Background: an optimization exercise with open tools, aiming at small area. Do not read the settings as production practice. In this exercise RTL edits were held to simulation tests only and were not proved equivalent to the original. Power and IR drop assume default switching activity.

## debayer
module debayer
    #(
    parameter line_length = 64
    )
    (
        input               clk,
        input               reset,
        input               sof_in,
        input [9:0]         pixel_data,
        input               pixel_data_valid,
        output logic [15:0] pixel_out_data,
        output logic        pixel_out_data_valid,
        output logic        sof,
        output logic        sof_2
    );
    assign sof_2 = sof;
    localparam [2:0] ST_WAITFIRSTLINES = 3'd0,
                     ST_WAITFIRSTPIX   = 3'd1,
                     ST_G_B            = 3'd2,
                     ST_G_R            = 3'd3,
                     ST_R              = 3'd4,
                     ST_B              = 3'd5;
    localparam SEG = line_length - 5;    
    wire rst = reset | sof_in;
    logic [2:0]  db_state;
    logic        last_gb;
    logic [5:0]  pixel_x;
    logic [5:1]  pixel_valid;
    logic [8:0]  pixels_received;        
    logic [4:1]  hit;                    
    logic        sclr;
    logic [1:0]  rd_lvl;                 
    logic [1:0]  rd_lvl_d;
    logic [2:0]  xtra;                   
    logic        rgb_pixel_valid;
    logic [9:0]  buf_pixel, buf2_pixel, buf3_pixel;
    logic sh, hold;
    always @(posedge clk) begin
        sh   <= pixel_valid[2] & ~rst;
        hold <= ~(pixel_valid[2] & ~rst);
    end
    logic [4:0][9:0] w4;
    logic [4:0][7:0] w3, w2, w1;
    logic [4:2][7:0] w0;
  ...
Size: ~5,800 cells after synthesis, roughly 33 I/O pins, ~74,000 um^2 of cells after synthesis.
export LEC_CHECK = 0
export CAP_MARGIN = 20
export CORE_MARGIN = 2
export CORE_UTILIZATION = 80
export SLEW_MARGIN = 20
create_clock -name core_clock -period 6.0 [get_ports {clk}]
standard.sh (not shown) runs the stock make flow with config.mk's settings and CLKGATE_MAP_FILE= SYNTH_SCRIPT=/design/flow/synth_recipe.tcl, a recipe that flattens the netlist after the stock synthesis.
==> flow/flow/run.sh <==
#!/bin/bash
set -euo pipefail
export BUFFER_PORTS_ARGS="-buffer_cell sky130_fd_sc_hd__buf_1"
export CTS_ARGS="-sink_clustering_enable -repair_clock_nets -dont_use_dummy_load -buf_list sky130_fd_sc_hd__clkbuf_8 -sink_clustering_size 18 -sink_clustering_max_diameter 60 -sink_clustering_levels 2"
bash standard.sh > run_standard.log 2>&1
Edit:
- CORE_UTILIZATION: 80 -> 70
- GPL_TIMING_DRIVEN: default -> 0
Outcome: This time the run completed and failed the layout checks on setup timing; via count rose by a few percent; setup slack degrades by 0.29 ns; cell area went up by a few percent; worst hold slack improved by 0.032 ns; die area rose by about a fifth.

---

The RTL this note starts from:
==> flow/design.v <==
module debayer
    #(
    parameter line_length = 64
    )
    (
        input               clk,
        input               reset,
        input               sof_in,
        input [9:0]         pixel_data,
        input               pixel_data_valid,
        output logic [15:0] pixel_out_data,
        output logic        pixel_out_data_valid,
        output logic        sof,
        output logic        sof_2
    );
    assign sof_2 = sof;
    localparam [2:0] ST_WAITFIRSTLINES = 3'd0,
                     ST_WAITFIRSTPIX   = 3'd1,
                     ST_G_B            = 3'd2,
                     ST_G_R            = 3'd3,
                     ST_R              = 3'd4,
                     ST_B              = 3'd5;
    localparam SEG = line_length - 5;    
    wire rst = reset | sof_in;
    logic [2:0]  db_state;
    logic        last_gb;
    logic [5:0]  pixel_x;
    logic [5:1]  pixel_valid;
    logic [8:0]  pixels_received;        
    logic [4:1]  hit;                    
    logic        sclr;
    logic [1:0]  rd_lvl;                 
    logic [1:0]  rd_lvl_d;
    logic [2:0]  xtra;                   
    logic        rgb_pixel_valid;
    logic [9:0]  buf_pixel, buf2_pixel, buf3_pixel;
    logic sh, hold;
    always @(posedge clk) begin
        sh   <= pixel_valid[2] & ~rst;
        hold <= ~(pixel_valid[2] & ~rst);
    end
    logic [4:0][9:0] w4;
    logic [4:0][7:0] w3, w2, w1;
    logic [4:2][7:0] w0;
    logic [SEG-1:0][7:0] d3;
    logic [SEG:0][7:0]   d2, d1, d0;
    wire [4:0][9:0]     w4_n = {buf3_pixel, w4[4:1]};
    wire [SEG-1:0][7:0] d3_n = {d3[SEG-2:0], w4[0][9:2]};
    wire [4:0][7:0]     w3_n = {d3[SEG-1], w3[4:1]};
    wire [SEG:0][7:0]   d2_n = {d2[SEG-1:0], w3[0]};
    wire [4:0][7:0]     w2_n = {(xtra[2] ? d2[SEG] : d2[SEG-1]), w2[4:1]};
    wire [SEG:0][7:0]   d1_n = {d1[SEG-1:0], w2[0]};
    wire [4:0][7:0]     w1_n = {(xtra[1] ? d1[SEG] : d1[SEG-1]), w1[4:1]};
    wire [SEG:0][7:0]   d0_n = {d0[SEG-1:0], w1[0]};
    wire [4:2][7:0]     w0_n = {(xtra[0] ? d0[SEG] : d0[SEG-1]), w0[4:3]};
    always @(posedge clk) begin
        w4 <= (w4_n & {50{sh}}) | (w4 & {50{hold}});
        d3 <= (d3_n & {SEG*8{sh}}) | (d3 & {SEG*8{hold}});
        w3 <= (w3_n & {40{sh}}) | (w3 & {40{hold}});
        d2 <= (d2_n & {(SEG+1)*8{sh}}) | (d2 & {(SEG+1)*8{hold}});
        w2 <= (w2_n & {40{sh}}) | (w2 & {40{hold}});
        d1 <= (d1_n & {(SEG+1)*8{sh}}) | (d1 & {(SEG+1)*8{hold}});
        w1 <= (w1_n & {40{sh}}) | (w1 & {40{hold}});
        d0 <= (d0_n & {(SEG+1)*8{sh}}) | (d0 & {(SEG+1)*8{hold}});
        w0 <= (w0_n & {24{sh}}) | (w0 & {24{hold}});
    end
    wire [7:0] q02 = w0[2];
    wire [7:0] q11 = w1[1], q12 = w1[2], q13 = w1[3];
    wire [7:0] q20 = w2[0], q21 = w2[1], q22 = w2[2], q23 = w2[3], q24 = w2[4];
    wire [7:0] q31 = w3[1], q32 = w3[2], q33 = w3[3];
    wire [9:0] r   = w4[2];
    logic [7:0] pa, pb;          
    logic [8:0] pnh, pnv, pfh;   
    logic [9:0] pr, pd;          
    always @(posedge clk) begin
        pa  <= q22;
        pb  <= q02;
        pnh <= q21 + q23;
        pnv <= q12 + q32;
        pfh <= q20 + q24;
        pr  <= r;
        pd  <= q11 + q13 + q31 + q33;
    end
    wire [15:0] x40 = {pa, 5'd0} + {pa, 3'd0} - {pd, 3'd0};    
    wire [15:0] g   = pfh + pb;
    wire [15:0] s_gatrb = 16'd18 + {pa, 4'd0} + {pnh, 3'd0} + {pnv, 3'd0}
                        - {g, 2'd0} - pr;
    wire [15:0] s2_ratg_r_b = 16'd30 + x40 + {pnh, 5'd0}
                        + {pb, 2'd0} + {pr[9:1], 1'b0} - {pfh, 3'd0};
    wire [15:0] s2_ratg_b_r = 16'd36 + x40 + {pnv, 5'd0}
                        + {pfh, 2'd0} - {pb, 3'd0} - {pr, 1'b0};
    wire [15:0] s2_ratb = 16'd38 + {pa, 7'd0} - {x40, 1'b0}
                        - {g, 3'd0} - {g, 2'd0} - {pr, 1'b0} - pr + pr[0];
    function automatic [5:0] top6(input [15:0] s);
        top6 = s[15] ? 6'd0 : (s[14] | s[13]) ? 6'h3F : s[12:7];
    endfunction
    function automatic [5:0] top6x2(input [15:0] s2);
        top6x2 = s2[15] ? 6'd0 : s2[14] ? 6'h3F : s2[13:8];
    endfunction
    wire [5:0] k_g   = top6(s_gatrb);            
    wire [4:0] k_b   = top6x2(s2_ratb) >> 1;      
    wire [4:0] k_rgb = top6x2(s2_ratg_r_b) >> 1;  
    wire [4:0] k_rgr = top6x2(s2_ratg_b_r) >> 1;  
    wire [5:0] k_c   = pa[7:2];                   
    logic [2:0] nstate;
    logic       n_last_gb;
    logic [5:0] n_pixel_x;
    always_comb begin
        nstate    = db_state;
        n_last_gb = last_gb;
        n_pixel_x = pixel_x;
        if (pixel_valid[4] && hit[4])
            nstate = ST_G_R;
        case (db_state)
            ST_R: if (pixel_valid[5]) begin
                n_pixel_x = pixel_x + 6'd2;
                if (pixel_x == line_length - 6) begin
                    nstate    = ST_WAITFIRSTPIX;
                    n_last_gb = 1'b0;
                end else
                    nstate = ST_G_R;
            end
            ST_G_R: if (pixel_valid[5]) nstate = ST_R;
            ST_G_B: if (pixel_valid[5]) begin
                n_pixel_x = pixel_x + 6'd2;
                if (pixel_x == line_length - 6) begin
                    nstate    = ST_WAITFIRSTPIX;
                    n_last_gb = 1'b1;
                end else
                    nstate = ST_B;
            end
            ST_B: if (pixel_valid[5]) nstate = ST_G_B;
            ST_WAITFIRSTPIX: if (pixel_valid[5]) begin
                if (pixel_x == line_length - 1) begin
                    n_pixel_x = 6'd0;
                    nstate    = last_gb ? ST_G_R : ST_B;
                end else
                    n_pixel_x = pixel_x + 6'd1;
            end
            default: ;
        endcase
    end
    logic [15:0] colors;
    always @(posedge clk) begin
        case (db_state)
            ST_R:    colors <= {k_b,          k_g,      k_c[5:1]};
            ST_G_R:  colors <= {k_rgr,        k_c,      k_rgb};
            ST_G_B:  colors <= {k_rgb,        k_c,      k_rgr};
            default: colors <= {k_c[5:1],     k_g,      k_b};
        endcase
        pixel_out_data <= colors;
    end
    always @(posedge clk) begin
        buf_pixel  <= pixel_data;
        buf2_pixel <= buf_pixel;
        buf3_pixel <= buf2_pixel;
        sclr       <= rst;
        if (rst) begin
            db_state             <= ST_WAITFIRSTLINES;
            pixel_x              <= 6'd0;
            pixel_valid          <= 5'd0;
            pixels_received      <= 9'd0;
            hit                  <= 4'd0;
            rd_lvl               <= 2'd0;
            sof                  <= 1'b0;
            rgb_pixel_valid      <= 1'b0;
            pixel_out_data_valid <= 1'b0;
        end else begin
            pixel_valid          <= {pixel_valid[4:1], pixel_data_valid};
            pixel_out_data_valid <= rgb_pixel_valid;
            rd_lvl_d             <= rd_lvl;
            if (sclr)
                xtra <= (rd_lvl_d == 2'd3) ? 3'b111 : (rd_lvl_d == 2'd2) ? 3'b110 :
                        (rd_lvl_d == 2'd1) ? 3'b100 : 3'b000;
            rd_lvl <= 2'd0;
            hit    <= {hit[3:1], 1'b0};
            if (pixel_data_valid) begin
                if (pixels_received != 9'd261)
                    pixels_received <= pixels_received + 9'd1;
                hit[1] <= (pixels_received == 9'd260);
                rd_lvl <= (pixels_received > 9'd180) ? 2'd3 :
                          (pixels_received > 9'd121) ? 2'd2 :
                          (pixels_received > 9'd62)  ? 2'd1 : 2'd0;
            end
            if (pixel_valid[4] && hit[4])
                sof <= 1'b1;
            if (db_state == ST_R)
                sof <= 1'b0;
            db_state <= nstate;
            last_gb  <= n_last_gb;
            pixel_x  <= n_pixel_x;
            rgb_pixel_valid <= (db_state == ST_R || db_state == ST_G_R ||
                                db_state == ST_G_B || db_state == ST_B) && pixel_valid[5];
        end
    end
endmodule
clock: 6.0 ns
lec_check: 0
cap_margin: 20
core_margin: 2
core_utilization: 60
slew_margin: 20
==> flow/flow/run.sh <==
#!/bin/bash
set -euo pipefail
export CTS_ARGS="-sink_clustering_enable -repair_clock_nets -dont_use_dummy_load -buf_list sky130_fd_sc_hd__clkbuf_8 -sink_clustering_size 18 -sink_clustering_max_diameter 60 -sink_clustering_levels 2"
bash standard.sh > run_standard.log 2>&1
Change:
Settings changed: CORE_UTILIZATION 60 to 70.
Effect: Die area went down by 14%; cell area went down by 0.45%; wire length went up by 1.3%; total power barely changes; sequential share of layout area went up by 0.27 points; sequential power stays flat; critical path depth went down by 2; worst setup slack improves by 0.027 ns; core utilization went up by 10 points; synthesized area stays the same.

==> what the ideal ports hide <==
The results above use ideal ports. As a check the final layouts listed here were re-extracted and re-timed, cells and wires unchanged.
Step 1 sets driving cells, clkbuf_16 on the clock port and buf_2 on the other inputs (assumed; they add their load-dependent delay and slew).
Step 2 also shifts input and output timing later by t, the mid clock arrival at the registers, as if the neighbouring blocks saw the same clock.
Slacks: ideal ports / drivers / drivers and shift; pairs: ideal ports / drivers.
run | t, ns | slack for setup (ns) | worst register clock-pin slew, ns | worst data-port slew with drivers (ns)
the first run of note 1 | 0.885 | 0.249 / 0.249 / 0.249 | 0.11 / 0.11 | 0.06
the second run of note 1 | 0.887 | -0.043 / -0.043 / -0.043 | 0.11 / 0.11 | 0.05
the first run of note 2 | 0.891 | 0.235 / 0.235 / 0.235 | 0.11 / 0.11 | 0.05
the second run of note 2 | 0.868 | 0.262 / 0.262 / 0.262 | 0.11 / 0.11 | 0.06
